Background: an optimization exercise with open tools, aiming at small area. Do not read the settings as production practice. Where RTL was checked, it was by simulation tests only, not by an equivalence proof against the original. For run 2, only the layout was checked, not whether the RTL still works. Power is estimated from default activity; no workload was simulated.

`run.sh`:
```
#!/bin/bash
# synth_recipe.tcl (not shown) runs the flow's synth.tcl, then flattens the netlist and writes it again
# the make line also repeats each setting of config.mk as NAME=value (left out here)
make -C /OpenROAD-flow-scripts/flow DESIGN_CONFIG=/design/flow/config.mk WORK_HOME=/design/flow/orfs CLKGATE_MAP_FILE= SYNTH_SCRIPT=/design/flow/synth_recipe.tcl finish
```
`design.v`:
```
module jtframe_frac_cen(
    input         clk,
    input         rst,
    input   [9:0] n,          
    input   [9:0] m,          
    output reg    cen
);
reg  [10:0] cencnt;
wire [10:0] next  = cencnt + {1'b0, n};
wire        over  = next >= {1'b0, m};
wire [10:0] next2 = next - {1'b0, m};
always @(posedge clk) begin
    if (rst) begin
        cencnt <= 11'd0;
        cen    <= 1'b0;
    end else begin
        cencnt <= over ? next2 : next;
        cen    <= over;
    end
end
endmodule
module crtc(
    input clk,
    input reset,
    output ce_pixel,
    input [1:0] wr,
    input [4:0] address,
    input [15:0] din,
    output [15:0] dout,
    output hsync,
    output hblank,
    output [11:0] hcnt,
    output vsync,
    output vblank,
    output [11:0] vcnt,
    output [11:0] arx,
    output [11:0] ary,
	output [5:0] pll_addr,
	output [31:0] pll_value,
	output reg pll_write,
	input      pll_busy
);
localparam PLL_IO_REG = 15;
localparam HCNT_REG = 16;
localparam VCNT_REG = 17;
wire [15:0] wd = din & {16{~reset}};
wire [31:0] sel = 32'd1 << address;
wire [15:0] ctrl [0:31];
genvar k;
generate
for (k = 0; k < 32; k = k + 1) begin : g_reg
    if (k == PLL_IO_REG) begin : g_io
        assign ctrl[k] = 16'd0;
    end else if (k != HCNT_REG && k != VCNT_REG) begin : g_plain
        reg [15:0] q;
        wire en_lo = reset | (wr[0] & sel[k]);
        wire en_hi = reset | (wr[1] & sel[k]);
        always @(posedge clk) begin
            if (en_lo) q[7:0] <= wd[7:0];
            if (en_hi) q[15:8] <= wd[15:8];
        end
        assign ctrl[k] = q;
    end
end
endgenerate
wire [9:0] ce_num = ctrl[0][9:0];
wire [9:0] ce_denom = ctrl[1][9:0];
wire [11:0] hact = ctrl[2][11:0];
wire [11:0] hfp = ctrl[3][11:0];
wire [11:0] hs = ctrl[4][11:0];
wire [11:0] hbp = ctrl[5][11:0];
wire [11:0] vact = ctrl[6][11:0];
wire [11:0] vfp = ctrl[7][11:0];
wire [11:0] vs = ctrl[8][11:0];
wire [11:0] vbp = ctrl[9][11:0];
assign arx = ctrl[10][11:0];
assign ary = ctrl[11][11:0];
assign pll_addr = ctrl[14][5:0];
assign pll_value = {ctrl[12], ctrl[13]};
jtframe_frac_cen ce_pix_frac(
    .clk(clk),
    .rst(reset),
    .n(ce_num),
    .m(ce_denom),
    .cen(ce_pixel)
);
reg [11:0] hb_start, vb_start;
reg [11:0] hs_start, vs_start;
reg [11:0] hs_end, vs_end;
always @(posedge clk) begin
    if (reset) begin
        hb_start <= 12'd0;
        vb_start <= 12'd0;
        hs_start <= 12'd0;
        vs_start <= 12'd0;
        hs_end <= 12'd0;
        vs_end <= 12'd0;
    end else begin
        hb_start <= hact + hbp;
        vb_start <= vact + vbp;
        hs_start <= hb_start + hfp;
        vs_start <= vb_start + vfp;
        hs_end <= hs_start + hs;
        vs_end <= vs_start + vs;
    end
end
reg [15:0] hreg, vreg;
assign hcnt = hreg[11:0];
assign vcnt = vreg[11:0];
assign ctrl[HCNT_REG] = hreg;
assign ctrl[VCNT_REG] = vreg;
wire hwrap = (hs_end != 12'd0) && ({1'b0, hcnt} + 13'd1 >= {1'b0, hs_end});
wire vwrap = (vs_end != 12'd0) && ({1'b0, vcnt} + 13'd1 >= {1'b0, vs_end});
always @(posedge clk) begin
    if (reset) begin
        hreg <= 16'd0;
    end else if (ce_pixel) begin
        hreg <= hwrap ? 16'd0 : {3'b000, {1'b0, hcnt} + 13'd1};
    end else begin
        if (wr[0] & sel[HCNT_REG]) hreg[7:0] <= din[7:0];
        if (wr[1] & sel[HCNT_REG]) hreg[15:8] <= din[15:8];
    end
end
always @(posedge clk) begin
    if (reset) begin
        vreg <= 16'd0;
    end else if (ce_pixel & hwrap) begin
        vreg <= vwrap ? 16'd0 : {3'b000, {1'b0, vcnt} + 13'd1};
    end else begin
        if (wr[0] & sel[VCNT_REG]) vreg[7:0] <= din[7:0];
        if (wr[1] & sel[VCNT_REG]) vreg[15:8] <= din[15:8];
    end
end
assign hblank = hcnt >= hb_start || hcnt < hbp;
assign hsync = hcnt >= hs_start && hcnt < hs_end;
assign vblank = vcnt >= vb_start || vcnt < vbp;
assign vsync = vcnt >= vs_start && vcnt < vs_end;
assign dout = address == PLL_IO_REG ? {16{pll_busy}} : ctrl[address];
wire pll_io_req = wr[0] && address == PLL_IO_REG;
reg pll_io_req_prev;
always @(posedge clk) begin
    if (reset) begin
        pll_io_req_prev <= 1'b0;
        pll_write <= 1'b0;
    end else begin
        pll_io_req_prev <= pll_io_req;
        pll_write <= pll_io_req & ~pll_io_req_prev;
    end
end
endmodule
```
`constraint.sdc`:
```
create_clock -name core_clock -period 5.0 [get_ports {clk}]
set_input_delay 1.0000 -clock core_clock [delete_from_list [all_inputs] [get_ports {clk}]]
set_output_delay 1.0000 -clock core_clock [all_outputs]
set_load 0.01 [all_outputs]
```
`config.mk`:
```
export PLATFORM = sky130hd
export DESIGN_NAME = crtc
export DESIGN_NICKNAME = crtc
export VERILOG_FILES = /design/flow/design.v
export SDC_FILE = /design/flow/constraint.sdc
export NUM_CORES = 4
export LEC_CHECK = 0
export CAP_MARGIN = 20
export CORE_MARGIN = 2
export CORE_UTILIZATION = 40
export SETUP_SLACK_MARGIN = 0.2
export SLEW_MARGIN = 20
```
==> results of run 1 <==
## logic make-up after synthesis
kind of cell    share of synthesized area
xor+xnor                           0.0269
fa+ha+maj                          0.0967
mux                                0.0144
compound gates                      0.148
buf+inv                            0.0459
simple gates                       0.0926
flops                               0.575
## power breakdown
group	switching [mW]	internal [mW]
registers	0.505	5.85
logic	2.34	1.79
clock network	2.00	2.84
## cell usage after synthesis, types with 7 or more instances
cell / n
a211oi_1: 20
a21o_1: 92
a21oi_1: 70
a221oi_1: 68
a222oi_1: 16
a22o_1: 35
a22oi_1: 90
a311oi_1: 7
a31oi_1: 8
and2_1: 12
and3_1: 16
buf_2: 10
buf_4: 55
clkbuf_1: 75
dfxtp_1: 118
edfxtp_1: 464
fa_1: 8
ha_1: 206
inv_1: 144
mux2i_1: 35
nand2_1: 74
nand2b_1: 29
nand3_1: 64
nand4_1: 32
nor2_1: 168
nor2b_1: 43
nor3_1: 51
nor4_1: 10
o21a_1: 19
o21ai_0: 90
o21ai_1: 15
o21bai_1: 13
or2_2: 13
xnor2_1: 65
xor2_1: 22
## layout by cell type (no fill, tap or decap), drive strengths merged, types with 33 or more instances in the layout
cell type      netlist  final
a22o                35     35
a21o                92     92
buf                 67    123
nor2b               43     43
nor2               169    169
nand4               33     33
mux2i               35     35
xnor2               65     65
ha                 206    206
clkbuf              75     74
nor3                52     52
nand2               74     74
o21ai              105    105
nand3               64     64
inv                144    145
edfxtp             464    464
a22oi               90     90
clkdlybuf4s50        0    125
a221oi              68     68
a21oi               71     71
dfxtp              118    118
## stage by stage
step | hold WS [ps] | util | setup WS, ps
floorplan | 367 | - | 1170
global placement | 391 | 0.447 | -78.0
detailed placement | 393 | 0.447 | -79.1
CTS | 405 | 0.479 | 288
global route | 424 | 0.479 | 175
finish | 403 | 0.479 | 277
## critical path, stage by stage
cell,delay [ps]
dlygate4sd2_1,350
buf_4,170
nor2_1,40
nand2_1,90
buf_4,130
nor2_1,60
buf_12,190
a22o_1,220
a221oi_2,330
nand4_1,140
nor3_1,210
buf_4,160
o21ai_1,90
clkdlybuf4s50_1,520
## state kept, by name, indices dropped and copies added, names as in the netlist
signal / cells
ce_pix_frac.cen: 1
vb_start: 12
vreg: 16
hreg: 16
pll_write: 1
g.genblk1.g_plain.q: 464
pll_io_req_prev: 1
hb_start: 12
hs_end: 12
vs_start: 12
hs_start: 12
vs_end: 12
ce_pix_frac.cencnt: 11
## routing by layer
metal / part of all wire / GRT usage / vias to the layer above
met3: 0.10 / 0.0523 / 176
met4: 0.029 / 0.0754 / 2
met1: 0.42 / 0.379 / 10400
li1: - / - / 9140
met2: 0.45 / 0.429 / 1201
met5: 0.000069 / 0 / -
## path summary, 6_finish.rpt
check	start	to	depth (start not counted)
worst max-delay path	address[1]	dout[5]	14
worst min register to register	pll_io_req_prev$_SDFF_PP0_	pll_write$_SDFF_PP0_	1
worst min-delay path	pll_io_req_prev$_SDFF_PP0_	pll_write$_SDFF_PP0_	1
worst max register to register	g_reg[0].genblk1.g_plain.q[4]$_DFFE_PP_	ce_pix_frac.cencnt[10]$_SDFF_PP0_	14
## cell type report
type                       instances  area, sq um  share of cell area
inverter                         146          548              0.0163
clock inverter                    42          519              0.0155
tap                              940         1180              0.0350
clock buffer                      73         1620              0.0483
multi-input combinational       1462        10900               0.326
sequential                       582        16300               0.485
timing repair buffer             254         2470              0.0737
## repair_timing
item | in CTS | in global routing
endpoints found under the setup margin | 16 | 9
cloned | 0 | 0
resized for setup | 31 | 6
pin swaps | 2 | 1
buffers inserted | 0 | 3
==> notes.md, run 1 <==
status=no timing/DRC/antenna violations; vias in the first global route=20400; Crit Path Class=in -> out; first-pass GRT wire length=144000 um; dpl cell area=31300 sq um; GR Util All Layers=0.271; Primary FF master, synth=edfxtp_1; largest net degree at the start of global routing=89; Skew-Pair Late Insertion Delay=650 ps; RSZ-0062 raised after global routing=true; Initial Utilization=0.404; DR vias/cell=5.99; Lkg Pwr=13.0 nW; Final Setup Violations=0; Synth Register Bits=582; DRT Pass-1 Iters=6; GRT overflow=0; post-synthesis cell type count=70; crit path launch type=input pin; largest cells by area after synthesis=edfxtp_1 49%, ha_1 9.1%, dfxtp_1 8.3%, a21o_1 2.4%, a22oi_1 2.4%; FMAX=212 MHz; Post-synth EDFFs=464; post-route insts no fill=3499; drt drc=0; PwrDens=456 nW/um^2; sequential share of the synthesized area=0.575; chip width=270 um; final hold vios=0; CTS Hold Bufs=0; fin crit period=4720 ps; initial antenna violation count=2; top cell type's share of synthesized area=0.492; DP HPWL=72800 um; CTS tree=done; Avg Cell Area, Syn=12.1 sq um; worst slew pin tran=1100 ps; Cells after Synth=2332; CP arrival=3720 ps; Layout Skew=32.2 ps; FP Rows=97; DR iter-0 viols=2900; Crit path required time=4000 ps; Area growth, synth to finish=18.5%; Clk pin slew, worst setup/hold paths=60 ps; maximum clock path buffer count=3; htree depth=2; R2R setup slack=780 ps; routed wire length=101000 um; placed cell count=3381; critical path peak fanout=18; post-route clock period utilization=0.945; WL/cell=28.8 um; Final Max Slew Viols=0; Hold Path Class=reg -> reg; final instance area=33600 sq um; IO Count=134; asr flop ratio synth=0; peak supply drop=305 uV; via count=21000; Antenna Cells=0; max-cap check violation count=0; die area=73000 sq um; Tot Pwr=15.3 mW; largest area contributor in the netlist=edfxtp_1; Num CTS Buffers=61; Placer Congestion=0.911; nets=2747; setup tns final=0 ps; Net Count, Synth=2572; ratio of cells with drive above 1 in the final layout=0.117; Port Buffers=133; final antenna-violating net count=0; Syn. warnings=2; Filler cells=6208; Slew HR=0.267; Synth Cell Area=28300 sq um; CTS sink cnt=582; Core Area=70000 sq um; clock root cell=clkbuf_16; die height=270 um; Worst setup EP type=output port
==> run 2: changes to the inputs <==
==> design.v (replaced) <==
module jtframe_frac_cen #(parameter W=2)(
    input         clk,
    input         rst,
    input         cen_in,
    input   [9:0] n,          
    input   [9:0] m,          
    output reg [W-1:0] cen,
    output reg [W-1:0] cenb  
);
wire [10:0] step={1'b0,n};
wire [10:0] lim ={1'b0,m};
wire [10:0] absmax = lim+step;
reg  [10:0] cencnt;
reg  [10:0] next;
reg  [10:0] next2;
always @(*) begin
    next  = cencnt+step;
    next2 = next-lim;
end
reg  half;
wire over    = next>=lim;
wire halfway = next >= (lim>>1)  && !half;
reg  [W-1:0] edgecnt;
wire [W-1:0] next_edgecnt = edgecnt + 1'b1;
wire [W-1:0] toggle = next_edgecnt & ~edgecnt;
always @(posedge clk) begin
    cen  <= {W{1'b0}};
    cenb <= {W{1'b0}};
    if (rst) begin
        cencnt  <= 11'd0;
        half    <= 1'b0;
        edgecnt <= {W{1'b0}};
    end else if (cen_in) begin
        if( cencnt >= absmax ) begin
            cencnt <= 11'd0;
        end else
        if( halfway ) begin
            half <= 1'b1;
            cenb[0] <= 1'b1;
        end
        if( over ) begin
            cencnt <= next2;
            half <= 1'b0;
            edgecnt <= next_edgecnt;
            cen <= { toggle[W-2:0], 1'b1 };
        end else begin
            cencnt <= next;
        end
    end
end
endmodule
module crtc(
    input clk,
    input reset,
    output ce_pixel,
    input [1:0] wr,
    input [4:0] address,
    input [15:0] din,
    output [15:0] dout,
    output hsync,
    output hblank,
    output [11:0] hcnt,
    output vsync,
    output vblank,
    output [11:0] vcnt,
    output [11:0] arx,
    output [11:0] ary,
	output [5:0] pll_addr,
	output [31:0] pll_value,
	output reg pll_write,
	input      pll_busy
);
reg [15:0] ctrl[32];
wire [9:0] ce_num = ctrl[0][9:0];
wire [9:0] ce_denom = ctrl[1][9:0];
wire [11:0] hact = ctrl[2][11:0];
wire [11:0] hfp = ctrl[3][11:0];
wire [11:0] hs = ctrl[4][11:0];
wire [11:0] hbp = ctrl[5][11:0];
wire [11:0] vact = ctrl[6][11:0];
wire [11:0] vfp = ctrl[7][11:0];
wire [11:0] vs = ctrl[8][11:0];
wire [11:0] vbp = ctrl[9][11:0];
assign arx = ctrl[10][11:0];
assign ary = ctrl[11][11:0];
assign pll_addr = ctrl[14][5:0];
assign pll_value = {ctrl[12], ctrl[13]};
localparam PLL_IO_REG = 15;
localparam HCNT_REG = 16;
localparam VCNT_REG = 17;
assign hcnt = ctrl[HCNT_REG][11:0];
assign vcnt = ctrl[VCNT_REG][11:0];
wire ce_pixel2;  
jtframe_frac_cen ce_pix_frac(
    .clk(clk),
    .rst(reset),
    .cen_in(1'b1),
    .n(ce_num),
    .m(ce_denom),
    .cen({ce_pixel2, ce_pixel}),
    .cenb()
);
reg [11:0] hb_start, vb_start;
reg [11:0] hs_start, vs_start;
reg [11:0] hs_end, vs_end;
assign hblank = hcnt >= hb_start || hcnt < hbp;
assign hsync = hcnt >= hs_start && hcnt < hs_end;
assign vblank = vcnt >= vb_start || vcnt < vbp;
assign vsync = vcnt >= vs_start && vcnt < vs_end;
assign dout = address == PLL_IO_REG ? {16{pll_busy}} : ctrl[address];
wire pll_io_req = wr[0] && address == PLL_IO_REG;
reg pll_io_req_prev;
integer i;
always_ff @(posedge clk) begin
    if (reset) begin
        for (i = 0; i < 32; i = i + 1) ctrl[i] <= 16'd0;
        pll_io_req_prev <= 1'b0;
        pll_write <= 1'b0;
        hb_start <= 12'd0;
        vb_start <= 12'd0;
        hs_start <= 12'd0;
        vs_start <= 12'd0;
        hs_end <= 12'd0;
        vs_end <= 12'd0;
    end else begin
    if (wr[0]) ctrl[address][7:0] <= din[7:0];
    if (wr[1]) ctrl[address][15:8] <= din[15:8];
    pll_io_req_prev <= pll_io_req;
    pll_write <= pll_io_req & ~pll_io_req_prev;
    hb_start <= hact + hbp;
    vb_start <= vact + vbp;
    hs_start <= hb_start + hfp;
    vs_start <= vb_start + vfp;
    hs_end <= hs_start + hs;
    vs_end <= vs_start + vs;
    if (ce_pixel) begin
        ctrl[HCNT_REG] <= hcnt + 12'd1;
        if (hcnt >= (hs_end - 1)) begin
            ctrl[HCNT_REG] <= 16'd0;
            ctrl[VCNT_REG] <= vcnt + 12'd1;
            if (vcnt >= (vs_end - 1)) begin
                ctrl[VCNT_REG] <= 16'd0;
            end
        end
    end
    end
end
endmodule
==> run 2 against run 1 <==
Compared with the run above:
- core utilization fell by 2.0 points
- design area is 12% higher
- register-to-register slack better by 70 ps
- still clean on timing, DRC and antenna
==> notes.md, run 2 <==
status=no timing/DRC/antenna violations; vias in the first global route=25000 (+23%); peak supply drop=229 uV (-25%); Num CTS Buffers=67 (+9.8%); CTS tree=done; crit path launch type=input pin; asr flop ratio synth=0 (unchanged); worst slew pin tran=1050 ps (-51.0 ps); largest net degree at the start of global routing=138 (+55%); Avg Cell Area, Syn=11.5 sq um (-5.1%); cell mode on critical path=o21ai_0; CP arrival=3770 ps (+50 ps); crit path from=address[1]; largest area contributor in the netlist=edfxtp_1; nets=3209 (+17%); Worst path max stage delay=630 ps (+110 ps); final antenna-violating net count=0 (unchanged); clock root cell=clkbuf_16; FP Rows=105 (+8.2%); Syn. warnings=2 (unchanged); final hold vios=0 (unchanged); Primary FF master, synth=edfxtp_1; FMAX=209 MHz (-1.1%); via count=25600 (+22%); switching share of total power=0.338 (+0.0219); part of the power in the clock network=0.312 (-0.004); chip width=292 um (+8.0%); cells along the critical path=clkbuf_8, buf_4, mux4_2, mux2i_1, o21ai_0, o21ai_0, a31oi_1, clkdlybuf4s50_1; most frequent cells in the layout=499 x edfxtp_1, 487 x nor3_1, 208 x ha_1; die area=85000 sq um (+17%); switching pwr=5.11 mW (+5.5%); Final Max Slew Viols=0 (unchanged); Gate power share=0.284 (+0.015); Synth Register Bits=585 (+0.52%); Layout Skew=27.5 ps (-4.78 ps); maximum clock path buffer count=3 (unchanged); worst path bufs/invs=3 (-3); post-route clock period utilization=0.955 (+0.0100); Hold Path Class=reg -> reg; Net Count, Synth=3112 (+21%); DR vias/cell=6.26 (+4.5%); Lkg Pwr=13.5 nW (+3.6%); Port Buffers=133 (unchanged); Synth Cell Area=33100 sq um (+17%); Worst setup EP type=output port; PwrDens=402 nW/um^2 (-12%); max-cap check violation count=0 (unchanged); Cells after Synth=2870 (+23%); htree depth=3 (+1); IO Count=134 (unchanged); Clk pin slew, worst setup/hold paths=60 ps (about the same); sequential share of the synthesized area=0.505 (-0.0703); DR iter-0 viols=3626 (+25%); die height=292 um (+8.0%); Final Setup Violations=0 (unchanged); Area growth, synth to finish=13.7%; routed wire length=120000 um (+19%); RSZ-0062 raised after global routing=true; dpl cell area=35500 sq um (+13%); Slew HR=0.301 (+0.0339); largest cells by area after synthesis=edfxtp_1 45%, mux4_2 8.0%, ha_1 7.9%, nor3_1 7.4%, dfxtp_1 5.2%; Skew-Pair Late Insertion Delay=620 ps (-30 ps); GRT overflow=0 (unchanged); RR Startpoint=hs_end[5]$_SDFF_PP0_; first-pass GRT wire length=173000 um (+20%); Crit Path Class=in -> out; GR Util All Layers=0.278 (+0.00724); Post-synth EDFFs=499 (+7.5%); DP HPWL=87400 um (+20%); top cell type's share of synthesized area=0.453 (-0.0390); Post-CTS Repair Setup Buffers=0 (unchanged); Worst path top cell family by delay=buffers and inverters; final instance area=37600 sq um (+12%); Placer Congestion=1.01 (+10%); setup tns final=0 ps (unchanged); Crit path required time=4000 ps (about the same); WL/cell=29.3 um (+1.6%); DRT Pass-1 Iters=6 (unchanged); fin crit period=4770 ps (+50.2 ps); initial antenna violation count=11 (+9); Synth top cells by count=499 x edfxtp_1, 490 x nor3_1, 208 x ha_1, 177 x nand2_1, 140 x inv_1; CTS sink cnt=585 (+0.52%); Core Area=82000 sq um (+17%); Most flops, register=ctrl; number of flip-flops in the largest register=499 (+7.5%); part of the power in registers=0.404 (-0.011); count leader, synth=edfxtp_1; ratio of cells with drive above 1 in the final layout=0.136 (+0.0194); most common cell after layout, fill and taps aside=edfxtp_1; drt drc=0 (unchanged); Worst path slowest cell=clkdlybuf4s50_1; Tot Pwr=15.1 mW (-1.3%); Initial Utilization=0.404 (-0.000915); CTS Hold Bufs=0 (unchanged); Int Pwr=10.0 mW (-4.4%); Worst Min Path Start=pll_io_req_prev$_SDFF_PP0_; post-synthesis cell type count=75 (+7.1%); critical path peak fanout=55 (+37)
run 2: changes by cell type in the layout (fill, tap and decap cells not counted), moves of 32 or more:
cell	change
nor3_1	+439
nand3_1	-33
o21ai_0	+36
a22oi_1	-78
edfxtp_1	+35
a31oi_1	+32
a221oi_1	-52
nand2_1	+95
mux4_2	+117
a21o_1	-60
run 2: layer usage:
layer / global-route usage / part of all wire / up-vias / wire length (um)
met3: 0.0778 / 0.13 / 262 / 15300
met1: 0.375 / 0.39 / 12600 / 46800
li1: - / - / 11000 / -
met5: 0 / 0.00034 / - / 41
met2: 0.424 / 0.44 / 1730 / 53000
met4: 0.110 / 0.039 / 6 / 4640
run 2: cell families after synthesis:
kind of cell	Yosys count	synth area share
XOR/XNOR	106	0.0281
buffers and inverters	383	0.0587
AND/OR/NAND/NOR	988	0.147
multiplexers	145	0.0886
AO/OA/AOI/OAI	447	0.0896
adder cells (fa/ha/maj)	216	0.0835
flip-flops	585	0.505
run 2: timing repair:
action / 4_1_cts / 5_1_grt
endpoints found under the hold margin: 0 / 0
gates resized for setup: 1 / 4
endpoints found under the setup margin: 1 / 12
run 2: layout make-up:
type	instances	area [sq um]
fill	7556	44400
timing repair buffer	268	2470
sequential	585	16700
clock inverter	29	264
tap	1070	1340
multi-input combinational	1902	14500
clock buffer	89	1790
antenna	4	10.0
inverter	143	537
run 2: worst paths after layout:
| path | end | slack (ps) | depth (start not counted) |
|---|---|---|---|
| worst max-delay path | dout[8] | 230 | 8 |
| worst min-delay path | pll_write$_SDFF_PP0_ | 420 | 1 |
| worst max register to register | ctrl[14][0]$_SDFFCE_PN0P_ | 850 | 13 |
| worst min register to register | pll_write$_SDFF_PP0_ | 420 | 1 |
run 2: metrics by stage:
stage / utilization / setup WS (ps) / instances / hold WS (ps)
floorplan: - / 1140 / 2870 / 391
global placement: 0.433 / 227 / 3967 / 406
detailed placement: 0.433 / 261 / 3967 / 420
CTS: 0.458 / 253 / 4085 / 426
global route: 0.459 / 162 / 4086 / 446
finish: 0.459 / 227 / 4090 / 422
run 2: power by group through the flow:
stage / clock (mW) / sequential [mW] / combinational, mW
after CTS: 4.74 / 6.10 / 4.26
after floorplan: 0 / 6.01 / 2.85
after detailed placement: 0 / 6.20 / 4.23
final: 4.71 / 6.11 / 4.30
after global routing: 4.91 / 6.14 / 4.68
after global placement: 0 / 6.20 / 4.13
run 2: worst reg2reg max path, delay by kind of cell (launching register included):
family,cells,cell delay [ps]
adders and majority gates,1,290
AOI/OAI and AO/OA,4,1070
buffers and inverters,2,440
xor gates and xnor gates,1,150
DFF,1,330
and+or+nand+nor,5,1670

==> separate check: timing with driven ports <==
The results above use ideal ports. As a check the final layouts listed here were re-extracted and re-timed, cells and wires unchanged. Step 1 (the two cells are an assumption about what drives the block):
set clk [get_ports {clk}]
set_driving_cell -lib_cell sky130_fd_sc_hd__clkbuf_16 $clk
set_driving_cell -lib_cell sky130_fd_sc_hd__buf_2 [delete_from_list [all_inputs] $clk]
Step 2 moves the port delays by t, midway between the first and last clock arrival at a register: inputs arrive t later, outputs are due t later. That takes back most of the time a late clock gives input paths. Three values: ideal, step 1, step 2; two values: the first two.
run | shift t [ns] | setup slack, ns | worst setup path after step 2 | latest minus earliest clock arrival (ns) | pins driven straight from the clock port
run 1 | 0.700 | 0.277 / 0.235 / 0.235 | input to output | 0.037 / 0.037 | 1
run 2 | 0.676 | 0.227 / 0.192 / 0.192 | input to output | 0.027 / 0.027 | 1
After both steps setup and hold are still met in every run listed. The setup slack of run 1, which loses most, moves by -0.042 ns with the drivers and by -0.042 ns with both steps.
